From an optimization exercise on the open Yosys and OpenROAD flow, aimed at small area and a short achievable clock period; shortcuts taken in it are not production practice. The RTL was checked by simulation tests, not by an equivalence proof against the original design. The flow treats the clock pin as an ideal source, which a real chip does not have. No activity file was given, so power comes from the tool's default toggle rates.

// proc
module proc (
    input         clk,
    input         reset,
    input         intrq,
    input         ioskp,
    input  [11:0] mq,
    input         mql,
    output        dfrm_n,
    output        jump_n,
    output        intak_n,
    output        ioinst,
    output        mdl_n,
    output [11:0] md_n,
    output        mread_n,
    output        mwrite_n);
==> flow/config.mk <==
export PLATFORM = sky130hd
export DESIGN_NAME = proc
export DESIGN_NICKNAME = proc
export VERILOG_FILES = /design/flow/design.v
export SDC_FILE = /design/flow/constraint.sdc
export NUM_CORES = 4
export LEC_CHECK = 0
export CAP_MARGIN = 20
export CORE_MARGIN = 2
export CORE_UTILIZATION = 40
export SETUP_SLACK_MARGIN = 2.6
export SLEW_MARGIN = 20
==> flow/constraint.sdc <==
create_clock -name core_clock -period 6.5 [get_ports {clk}]
set_input_delay 1.3000 -clock core_clock [delete_from_list [all_inputs] [get_ports {clk}]]
set_output_delay 1.3000 -clock core_clock [all_outputs]
set_load 0.01 [all_outputs]
standard.sh (not shown) runs the stock make flow with config.mk's settings and CLKGATE_MAP_FILE= SYNTH_SCRIPT=/design/flow/synth_recipe.tcl, a recipe that flattens the netlist after the stock synthesis.
==> flow/flow/run.sh <==
#!/bin/bash
# Standard synthesis; then the combinational logic re-mapped by ABC with 16 random seeds
# (flip-flops untouched), keeping the smallest result whose unplaced timing is within reach;
# then the standard layout from that netlist. Each tool's output goes to its own log.
set -euo pipefail
W=$(pwd)
F=$W/flow
R=$W/orfs/results/$FLOW_PLATFORM/proc/base
YOSYS=$FLOW_HOME/../tools/install/yosys/bin/yosys
[[ -x $YOSYS ]] || YOSYS=yosys
LIB=$FLOW_HOME/platforms/sky130hd/lib/sky130_fd_sc_hd__tt_025C_1v80.lib
bash standard.sh synth > $W/log_synth.txt 2>&1
cp $R/1_2_yosys.v $W/standard_netlist.v
python3 $F/flops.py $W/standard_netlist.v | sort > $W/flops_standard.txt

remap() {   # $1 = seed
  local s=$1 d=$W/remap_$1
  mkdir -p $d
  sed "s/SEED/$s/" $F/remap.abc > $d/remap.abc
  REMAP_LIB=$LIB REMAP_IN=$W/standard_netlist.v REMAP_OUT=$d/netlist.v REMAP_TOP=$FLOW_TOP \
  REMAP_ABC=$d/remap.abc REMAP_STAT_IN=$d/stat_in.txt REMAP_STAT_OUT=$d/stat_out.txt \
    timeout 600 $YOSYS -c $F/remap.tcl > $d/log_remap.txt 2>&1 || return 0
  python3 $F/flops.py $d/netlist.v | sort > $d/flops.txt
  cmp -s $W/flops_standard.txt $d/flops.txt || return 0
  PRE_NETLIST=$d/netlist.v timeout 300 openroad -no_init -exit $F/pre_sta.tcl > $d/log_sta.txt 2>&1 || return 0
  local area slack
  area=$(grep -o "Chip area for module[^:]*: [0-9.]*" $d/stat_out.txt | awk '{print $NF}')
  slack=$(grep -o "WORST_SLACK [-0-9.e]*" $d/log_sta.txt | awk '{print $2}')
  [[ -n "$area" && -n "$slack" ]] && echo "$s $area $slack" > $d/result.txt
  return 0
}
for s in 0 1 2 3 4 5 6 7; do remap $s & done
wait
for s in 8 9 10 11 12 13 14 15; do remap $s & done
wait
cat $W/remap_*/result.txt > $W/remap_results.txt 2>/dev/null || true
# smallest area among results whose unplaced period (clock period less slack) is at most 3.3 ns
best=$(awk -v p=$FLOW_PERIOD_NS '$2 > 0 && p - $3 <= 3.3 {print}' $W/remap_results.txt | sort -k2 -g | head -1 | awk '{print $1}')
if [[ -z "$best" ]]; then
  best=$(sort -k3 -g -r $W/remap_results.txt | head -1 | awk '{print $1}')
fi
if [[ -n "$best" ]]; then
  echo "using the re-mapped netlist of seed $best" > $W/remap_choice.txt
  cp $W/remap_$best/netlist.v $R/1_2_yosys.v
  rm -f $R/1_synth.odb $R/1_synth.sdc
else
  echo "no re-mapped netlist: using the standard netlist" > $W/remap_choice.txt
fi
bash standard.sh "BUFFER_PORTS_ARGS=-buffer_cell sky130_fd_sc_hd__buf_1" finish > $W/log_layout.txt 2>&1
==> flow/flow/remap.abc <==
strash
&get -n
&fraig -x
&put
scorr
dc2
strash
&get -n
&deepsyn -J 40 -T 400 -S SEED
&synch2
&if -g -K 6
&synch2
&nf -p
&put
buffer -c
upsize -c
dnsize -c
Other scripts of this flow, unchanged in this note and not shown: flow/flow/flops.py, flow/flow/pre_sta.tcl, flow/flow/remap.tcl
The first run produced a clean layout.
Edit:
--- a/flow/config.mk
+++ b/flow/config.mk
@@ -9,4 +9,4 @@
 export CORE_MARGIN = 2
 export CORE_UTILIZATION = 40
-export SETUP_SLACK_MARGIN = 2.6
+export SETUP_SLACK_MARGIN = 3.0
 export SLEW_MARGIN = 20
=> The new run completed without violations; non-clock buffer count climbs by 10; design area grows by 1.8%; final cell count climbs by 1.3%; via count is higher by 1.1%; fmax grows by 8.4%; wire length goes up by 2.6%; combinational power goes up by about 6%; sequential power shrinks by 4.1%; utilization grows by 0.81 points; clock skew is about the same.
Edit:
--- a/flow/flow/run.sh
+++ b/flow/flow/run.sh
@@ -1,4 +1,4 @@
 #!/bin/bash
-# Standard synthesis; then the combinational logic re-mapped by ABC with 16 random seeds
+# Standard synthesis; then the combinational logic re-mapped by ABC with a few random seeds
 # (flip-flops untouched), keeping the smallest result whose unplaced timing is within reach;
 # then the standard layout from that netlist. Each tool's output goes to its own log.
@@ -32,9 +32,7 @@
 for s in 0 1 2 3 4 5 6 7; do remap $s & done
 wait
-for s in 8 9 10 11 12 13 14 15; do remap $s & done
-wait
 cat $W/remap_*/result.txt > $W/remap_results.txt 2>/dev/null || true
-# smallest area among results whose unplaced period (clock period less slack) is at most 3.3 ns
-best=$(awk -v p=$FLOW_PERIOD_NS '$2 > 0 && p - $3 <= 3.3 {print}' $W/remap_results.txt | sort -k2 -g | head -1 | awk '{print $1}')
+# smallest area among results whose unplaced period (clock period less slack) is at most 3.2 ns
+best=$(awk -v p=$FLOW_PERIOD_NS '$2 > 0 && p - $3 <= 3.2 {print}' $W/remap_results.txt | sort -k2 -g | head -1 | awk '{print $1}')
 if [[ -z "$best" ]]; then
   best=$(sort -k3 -g -r $W/remap_results.txt | head -1 | awk '{print $1}')
==> flow/flow/remap.abc (replaced) <==
strash
&get -n
&fraig -x
&put
scorr
dc2
strash
&get -n
&deepsyn -J 40 -T 200 -S SEED
&synch2
&if -g -K 6
&synch2
&nf -p
&put
buffer -c
upsize -c
dnsize -c
--- a/flow/config.mk
+++ b/flow/config.mk
@@ -9,4 +9,4 @@
 export CORE_MARGIN = 2
 export CORE_UTILIZATION = 40
-export SETUP_SLACK_MARGIN = 3.0
+export SETUP_SLACK_MARGIN = 3.2
 export SLEW_MARGIN = 20
What happened: Synthesized cell count went up by a little under a tenth. Fmax is higher by a few percent. Worst hold slack improves by 0.030 ns. Clock-buffer cell count stays the same. Cell count is higher by a few percent.
Edit:
--- a/flow/flow/run.sh
+++ b/flow/flow/run.sh
@@ -1,4 +1,4 @@
 #!/bin/bash
-# Standard synthesis; then the combinational logic re-mapped by ABC with a few random seeds
+# Standard synthesis; then the combinational logic re-mapped by ABC with 16 random seeds
 # (flip-flops untouched), keeping the smallest result whose unplaced timing is within reach;
 # then the standard layout from that netlist. Each tool's output goes to its own log.
@@ -32,7 +32,9 @@
 for s in 0 1 2 3 4 5 6 7; do remap $s & done
 wait
+for s in 8 9 10 11 12 13 14 15; do remap $s & done
+wait
 cat $W/remap_*/result.txt > $W/remap_results.txt 2>/dev/null || true
-# smallest area among results whose unplaced period (clock period less slack) is at most 3.2 ns
-best=$(awk -v p=$FLOW_PERIOD_NS '$2 > 0 && p - $3 <= 3.2 {print}' $W/remap_results.txt | sort -k2 -g | head -1 | awk '{print $1}')
+# smallest area among results whose unplaced period (clock period less slack) is at most 3.3 ns
+best=$(awk -v p=$FLOW_PERIOD_NS '$2 > 0 && p - $3 <= 3.3 {print}' $W/remap_results.txt | sort -k2 -g | head -1 | awk '{print $1}')
 if [[ -z "$best" ]]; then
   best=$(sort -k3 -g -r $W/remap_results.txt | head -1 | awk '{print $1}')
==> flow/flow/remap.abc (replaced) <==
strash
&get -n
&fraig -x
&put
scorr
dc2
strash
&get -n
&deepsyn -J 40 -T 400 -S SEED
&synch2
&if -g -K 6
&synch2
&nf -p
&put
buffer -c
upsize -c
dnsize -c
--- a/flow/config.mk
+++ b/flow/config.mk
@@ -8,5 +8,5 @@
 export CAP_MARGIN = 20
 export CORE_MARGIN = 2
-export CORE_UTILIZATION = 40
-export SETUP_SLACK_MARGIN = 3.2
+export CORE_UTILIZATION = 50
+export SETUP_SLACK_MARGIN = 3.0
 export SLEW_MARGIN = 20
Result: Sequential share of layout area goes up by 1.9 points; fmax fell by 2.9%; wire length decreases by 7.0%; die area came out lower by 23%; register-to-register slack got worse by 0.22 ns; worst setup slack degrades by 0.10 ns; first-iteration DRC count rose by 19%.

---

The RTL this note starts from:
==> flow/design.v <==
module proc (
    input         clk,
    input         reset,
    input         intrq,
    input         ioskp,
    input  [11:0] mq,
    input         mql,
    output        dfrm_n,
    output        jump_n,
    output        intak_n,
    output        ioinst,
    output        mdl_n,
    output [11:0] md_n,
    output        mread_n,
    output        mwrite_n);
    genvar i;
    reg s_f1, s_f2, s_d1, s_d2, s_d3, s_e1, s_e2, s_e3, s_i1;
    reg [11:9] ir;
    reg        ir8;
    reg        iotf;                      
    reg [11:0] ac, ma, pc;
    reg        lnk;
    wire acz     = ~| ac;
    wire ir0     = ir == 3'o0;
    wire ir1     = ir == 3'o1;
    wire ir2     = ir == 3'o2;
    wire ir3     = ir == 3'o3;
    wire ir4     = ir == 3'o4;
    wire ir5     = ir == 3'o5;
    wire ir6     = ir == 3'o6;
    wire ir7     = ir == 3'o7;
    wire iotd    = iotf;
    wire grpa    = s_e1 & ir7 & ~ ma[8];
    wire grpb    = s_e1 & ir7 & ma[8] & ~ iotf;
    wire arith1  = s_e1 & ~ ir[11] & ~ ir[10];
    wire isz1    = s_e1 & ir2;
    wire dca1    = s_e1 & ir3;
    wire jms1    = s_e1 & ir4;
    wire jmp1    = s_e1 & ir5;
    wire iot1    = s_e1 & iotd;
    wire and2    = s_e2 & (ir0 | ir1 & acz);
    wire tad2    = s_e2 & ir1 & ~ acz;
    wire isz2    = s_e2 & ir2;
    wire dca2    = s_e2 & ir3;
    wire jms2    = s_e2 & ir4;
    wire iot2    = s_e2 & iotd;
    wire tad3    = s_e3 & ir[9];      
    wire isz3    = s_e3 & ir[10];
    wire jms3    = s_e3 & ir[11];
    wire autoidx = ma[11:3] == 9'o001;
    wire meminst = ~ (mq[11] & mq[10]);
    wire mqgrpb  = mq[11:8] == 4'b1111 & mq[2:0] == 3'b000;
    wire skip    = s_f2 & mqgrpb & (((lnk & mq[4]) | (acz & mq[5]) | (ac[11] & mq[6])) ^ mq[3]);
    wire [11:0] pcc;
    assign pcc[0] = 1'b1;
    assign pcc[1] = pc[0] | skip;
    generate for (i = 2; i < 12; i = i + 1) begin : g_pcc
        assign pcc[i] = pcc[1] & (& pc[i-1:1]);
    end endgenerate
    wire [11:0] pcinc = pc ^ {pcc[11:1], ~ skip};
    wire [11:0] ix = s_e2 & ir[11] ? ma : mq;
    wire [11:0] ixc;
    assign ixc[0] = 1'b1;
    generate for (i = 1; i < 12; i = i + 1) begin : g_ixc
        assign ixc[i] = & ix[i-1:0];
    end endgenerate
    wire [11:0] ixinc = ix ^ ixc;
    wire e1iot = s_e1 & ir[11] & ir[10];
    wire selp  = s_f1 | s_e2 & ir[11] | e1iot & ~ iotd;               
    wire selm  = s_d1 | s_d3 | s_e1 & ~ (ir[11] & ir[10]) | s_e3;     
    wire sela  = e1iot & iotd | s_e2 & ~ ir[11];                      
    wire [11:0] mdo = {12{selp}} & pc | {12{selm}} & ma | {12{sela}} & ac;
    wire brk = jmp1 | jms3 | grpb;
    assign md_n     = ~ mdo;
    assign mdl_n    = ~ lnk;
    assign mread_n  = ~ (s_f1 | s_d1 | arith1 | isz1 | brk & ~ intrq);
    assign mwrite_n = ~ (s_d1 & autoidx | jms1 | dca1 | isz1 | s_i1);
    assign dfrm_n   = ~ (s_e1 & ~ ir[11] & ir8);
    assign jump_n   = ~ (s_e1 & ir[11] & ~ ir[10]);
    assign intak_n  = ~ s_i1;
    assign ioinst   = iot1;
    wire [11:0] tp = ma;
    wire [11:0] tg = ~ ma & ac;
    wire [2:0]  bg, bp;
    generate for (i = 0; i < 3; i = i + 1) begin : g_blk
        assign bg[i] = tg[4*i+3] | tp[4*i+3] & tg[4*i+2] | tp[4*i+3] & tp[4*i+2] & tg[4*i+1] |
                       tp[4*i+3] & tp[4*i+2] & tp[4*i+1] & tg[4*i];
        assign bp[i] = & tp[4*i+3:4*i];
    end endgenerate
    wire [3:0]  bc;                          
    assign bc[0] = 1'b0;
    assign bc[1] = bg[0];
    assign bc[2] = bg[1] | bp[1] & bg[0];
    assign bc[3] = bg[2] | bp[2] & bg[1] | bp[2] & bp[1] & bg[0];
    wire [11:0] tc;
    generate for (i = 0; i < 3; i = i + 1) begin : g_in
        assign tc[4*i]   = bc[i];
        assign tc[4*i+1] = tg[4*i] | tp[4*i] & bc[i];
        assign tc[4*i+2] = tg[4*i+1] | tp[4*i+1] & tg[4*i] | tp[4*i+1] & tp[4*i] & bc[i];
        assign tc[4*i+3] = tg[4*i+2] | tp[4*i+2] & tg[4*i+1] | tp[4*i+2] & tp[4*i+1] & tg[4*i] |
                           tp[4*i+2] & tp[4*i+1] & tp[4*i] & bc[i];
    end endgenerate
    wire [11:0] tsum = tp ^ tc;
    wire        tlnk = lnk ^ bc[3];
    wire [11:0] gy = (ac & {12{~ ma[7]}}) ^ {12{ma[5]}};
    wire [12:0] gc;
    assign gc[0] = ma[0];
    generate for (i = 1; i < 13; i = i + 1) begin : g_g1
        assign gc[i] = ma[0] & (& gy[i-1:0]);
    end endgenerate
    wire [11:0] gsum = gy ^ gc[11:0];
    wire        newl = ((lnk & ~ ma[6]) ^ ma[4]) ^ gc[12];
    wire [12:0] ls   = {newl, gsum};
    wire r_nop  = ma[3:1] == 3'b000;
    wire r_bsw  = ma[3:1] == 3'b001;
    wire r_ral  = ma[3:1] == 3'b010;
    wire r_rtl  = ma[3:1] == 3'b011;
    wire r_rar  = ma[3:1] == 3'b100;
    wire r_rtr  = ma[3:1] == 3'b101;
    wire r_one  = ma[3] & ma[2];
    wire [12:0] rot = {13{r_nop}} & ls |
                      {13{r_bsw}} & {newl, gsum[5:0], gsum[11:6]} |
                      {13{r_ral}} & {ls[11:0], ls[12]} |
                      {13{r_rtl}} & {ls[10:0], ls[12:11]} |
                      {13{r_rar}} & {ls[0], ls[12:1]} |
                      {13{r_rtr}} & {ls[1:0], ls[12:2]} |
                      {13{r_one}};
    wire endinst = and2 | tad3 | dca2 | isz3 | iot2 | grpa;
    always @(posedge clk or posedge reset) begin
        if (reset) begin
            {s_f1, s_f2, s_d1, s_d2, s_d3, s_e1, s_e2, s_e3, s_i1} <= 9'b100000000;
        end else begin
            s_f1 <= endinst & ~ intrq;
            s_i1 <= (endinst | brk) & intrq;
            s_f2 <= s_f1 | brk & ~ intrq;
            s_d1 <= s_f2 & meminst & mq[8];
            s_d2 <= s_d1;
            s_d3 <= s_d2 & autoidx;
            s_e1 <= s_f2 & ~ (meminst & mq[8]) | s_d2 & ~ autoidx | s_d3;
            s_e2 <= s_e1 & (~ ir[11] | ir4 | iotd) | s_i1;
            s_e3 <= s_e2 & (ir1 & ~ acz | ir2 | ir4);
        end
    end
    wire pcinc_en = s_f2 | isz3 & ~| ma | iot2 & ioskp;
    always @(posedge clk or posedge reset) begin
        if (reset)             pc <= 12'o0000;
        else if (jmp1 | jms3)  pc <= ma;
        else if (pcinc_en)     pc <= pcinc;
    end
    always @(posedge clk) begin
        if (s_i1)      ir <= 3'o4;
        else if (s_f2) ir <= mq[11:9];
        if (s_f2)      ir8 <= mq[8];
        if (s_i1)      iotf <= 1'b0;
        else if (s_f2) iotf <= mq[11:9] == 3'o6 | mq[11:8] == 4'b1111 & (| mq[2:0]);
    end
    always @(posedge clk) begin
        if (s_f2)                              ma <= {meminst ? (pc[11:7] & {5{mq[7]}}) : mq[11:7], mq[6:0]};
        else if (s_d2 & autoidx | isz2 | jms2) ma <= ixinc;
        else if (s_d2)                         ma <= mq;
        else if (tad2)                         ma <= mq ^ ac;
        else if (s_i1)                         ma <= 12'o0000;
    end
    wire acmq = s_e2 & (ir[11] | ~ ir[10]);       
    always @(posedge clk) begin
        if (and2 | iot2 | dca2 | grpb & ma[7] | tad3 | grpa)
            ac <= {12{acmq}} & mq & (ac | {12{ir[9] | ir[11]}}) |
                  {12{tad3}} & tsum |
                  {12{s_e1 & ~ ma[8]}} & rot[11:0];
        if (iot2)       lnk <= mql;
        else if (tad3)  lnk <= tlnk;
        else if (grpa)  lnk <= rot[12];
    end
endmodule
==> flow/config.mk <==
export PLATFORM = sky130hd
export DESIGN_NAME = proc
export DESIGN_NICKNAME = proc
export VERILOG_FILES = /design/flow/design.v
export SDC_FILE = /design/flow/constraint.sdc
export NUM_CORES = 4
export LEC_CHECK = 0
export CAP_MARGIN = 20
export CORE_MARGIN = 2
export CORE_UTILIZATION = 40
export SETUP_SLACK_MARGIN = 3.0
export SLEW_MARGIN = 20
==> flow/constraint.sdc <==
create_clock -name core_clock -period 6.5 [get_ports {clk}]
set_input_delay 1.3000 -clock core_clock [delete_from_list [all_inputs] [get_ports {clk}]]
set_output_delay 1.3000 -clock core_clock [all_outputs]
set_load 0.01 [all_outputs]
==> flow/flow/run.sh <==
#!/bin/bash
# Standard synthesis; then the combinational logic re-mapped by ABC with a few random seeds
# (flip-flops untouched), keeping the smallest result whose unplaced timing is within reach;
# then the standard layout from that netlist. Each tool's output goes to its own log.
set -euo pipefail
W=$(pwd)
F=$W/flow
R=$W/orfs/results/$FLOW_PLATFORM/proc/base
YOSYS=$FLOW_HOME/../tools/install/yosys/bin/yosys
[[ -x $YOSYS ]] || YOSYS=yosys
LIB=$FLOW_HOME/platforms/sky130hd/lib/sky130_fd_sc_hd__tt_025C_1v80.lib
bash standard.sh synth > $W/log_synth.txt 2>&1
cp $R/1_2_yosys.v $W/standard_netlist.v
python3 $F/flops.py $W/standard_netlist.v | sort > $W/flops_standard.txt

remap() {   # $1 = seed
  local s=$1 d=$W/remap_$1
  mkdir -p $d
  sed "s/SEED/$s/" $F/remap.abc > $d/remap.abc
  REMAP_LIB=$LIB REMAP_IN=$W/standard_netlist.v REMAP_OUT=$d/netlist.v REMAP_TOP=$FLOW_TOP \
  REMAP_ABC=$d/remap.abc REMAP_STAT_IN=$d/stat_in.txt REMAP_STAT_OUT=$d/stat_out.txt \
    timeout 600 $YOSYS -c $F/remap.tcl > $d/log_remap.txt 2>&1 || return 0
  python3 $F/flops.py $d/netlist.v | sort > $d/flops.txt
  cmp -s $W/flops_standard.txt $d/flops.txt || return 0
  PRE_NETLIST=$d/netlist.v timeout 300 openroad -no_init -exit $F/pre_sta.tcl > $d/log_sta.txt 2>&1 || return 0
  local area slack
  area=$(grep -o "Chip area for module[^:]*: [0-9.]*" $d/stat_out.txt | awk '{print $NF}')
  slack=$(grep -o "WORST_SLACK [-0-9.e]*" $d/log_sta.txt | awk '{print $2}')
  [[ -n "$area" && -n "$slack" ]] && echo "$s $area $slack" > $d/result.txt
  return 0
}
for s in 0 1 2 3 4 5 6 7; do remap $s & done
wait
cat $W/remap_*/result.txt > $W/remap_results.txt 2>/dev/null || true
# smallest area among results whose unplaced period (clock period less slack) is at most 3.2 ns
best=$(awk -v p=$FLOW_PERIOD_NS '$2 > 0 && p - $3 <= 3.2 {print}' $W/remap_results.txt | sort -k2 -g | head -1 | awk '{print $1}')
if [[ -z "$best" ]]; then
  best=$(sort -k3 -g -r $W/remap_results.txt | head -1 | awk '{print $1}')
fi
if [[ -n "$best" ]]; then
  echo "using the re-mapped netlist of seed $best" > $W/remap_choice.txt
  cp $W/remap_$best/netlist.v $R/1_2_yosys.v
  rm -f $R/1_synth.odb $R/1_synth.sdc
else
  echo "no re-mapped netlist: using the standard netlist" > $W/remap_choice.txt
fi
bash standard.sh "BUFFER_PORTS_ARGS=-buffer_cell sky130_fd_sc_hd__buf_1" finish > $W/log_layout.txt 2>&1
==> flow/flow/remap.abc <==
strash
&get -n
&fraig -x
&put
scorr
dc2
strash
&get -n
&deepsyn -J 40 -T 200 -S SEED
&synch2
&if -g -K 6
&synch2
&nf -p
&put
buffer -c
upsize -c
dnsize -c
Other scripts of this flow, unchanged in this note and not shown: flow/flow/flops.py, flow/flow/pre_sta.tcl, flow/flow/remap.tcl
The baseline finished with timing, DRC and antenna clean.
Rerun with:
--- a/flow/flow/run.sh
+++ b/flow/flow/run.sh
@@ -1,3 +1,3 @@
 #!/bin/bash
-# Standard synthesis; then the combinational logic re-mapped by ABC with a few random seeds
+# Standard synthesis; then the combinational logic re-mapped by ABC with 16 random seeds
 # (flip-flops untouched), keeping the smallest result whose unplaced timing is within reach;
@@ -33,5 +33,7 @@
 wait
+for s in 8 9 10 11 12 13 14 15; do remap $s & done
+wait
 cat $W/remap_*/result.txt > $W/remap_results.txt 2>/dev/null || true
-# smallest area among results whose unplaced period (clock period less slack) is at most 3.2 ns
-best=$(awk -v p=$FLOW_PERIOD_NS '$2 > 0 && p - $3 <= 3.2 {print}' $W/remap_results.txt | sort -k2 -g | head -1 | awk '{print $1}')
+# smallest area among results whose unplaced period (clock period less slack) is at most 3.3 ns
+best=$(awk -v p=$FLOW_PERIOD_NS '$2 > 0 && p - $3 <= 3.3 {print}' $W/remap_results.txt | sort -k2 -g | head -1 | awk '{print $1}')
 if [[ -z "$best" ]]; then
--- a/flow/flow/remap.abc
+++ b/flow/flow/remap.abc
@@ -8,3 +8,3 @@
 &get -n
-&deepsyn -J 40 -T 200 -S SEED
+&deepsyn -J 40 -T 400 -S SEED
 &synch2
- SETUP_SLACK_MARGIN: 3.0 -> 3.2
Outcome: Combinational power went down by roughly a tenth. Via count went down by a few percent. Design area went down slightly. Wire length went down by a few percent.
Rerun with:
- SETUP_SLACK_MARGIN: 3.2 -> 3.4
=> The changed run completed with no timing, DRC or antenna violations; worst setup slack gains 0.053 ns; cell area increases by 7.6%; power increases by 9.1%; fmax increases by 1.6%; clock-buffer cell count is unchanged; die area does not change; global-route usage increases by 1.5 points; hold slack loses 0.016 ns; non-clock buffer count increases by 28.

re-timing with driven ports:
Ports are ideal in the flow. The routed layouts listed here were re-timed in OpenROAD.
Step 1 sets driving cells, clkbuf_16 on the clock port and buf_2 on the other inputs (assumed; they add their load-dependent delay and slew).
Step 2 adds t to the input delays and takes it off the output delays; t is the mean of the earliest and latest rising clock arrival at the registers after step 1. Input paths then give back, and output paths get back, about the clock's delay inside the block.
Slacks: no drivers / after step 1 / after step 2; pairs: no drivers / after step 1.
| run | t, ns | setup slack, ns | clock arrival spread, ns | worst register clock-pin slew, ns | worst slew at a driven data input, ns |
|---|---|---|---|---|---|
| the first run of note 1 | 0.336 | 2.761 / 2.722 / 2.779 | 0.007 / 0.007 | 0.08 / 0.08 | 0.03 |
| the second run of note 1 | 0.336 | 3.051 / 3.012 / 2.896 | 0.008 / 0.008 | 0.08 / 0.08 | 0.03 |
| the third run of note 1 | 0.353 | 3.154 / 3.114 / 2.992 | 0.009 / 0.010 | 0.08 / 0.08 | 0.03 |
| the fourth run of note 1 | 0.350 | 3.053 / 3.020 / 2.853 | 0.013 / 0.013 | 0.11 / 0.11 | 0.04 |
| the first run of note 2 | 0.352 | 3.072 / 3.033 / 2.907 | 0.012 / 0.012 | 0.08 / 0.08 | 0.03 |
| the second run of note 2 | 0.336 | 3.232 / 3.193 / 2.959 | 0.006 / 0.006 | 0.08 / 0.08 | 0.03 |
| the third run of note 2 | 0.340 | 3.285 / 3.252 / 3.006 | 0.006 / 0.006 | 0.08 / 0.08 | 0.04 |
After both steps every run listed still meets setup and hold. The setup slack of the third run of note 2, which loses most, moves by -0.033 ns with the drivers and by -0.279 ns with both steps.
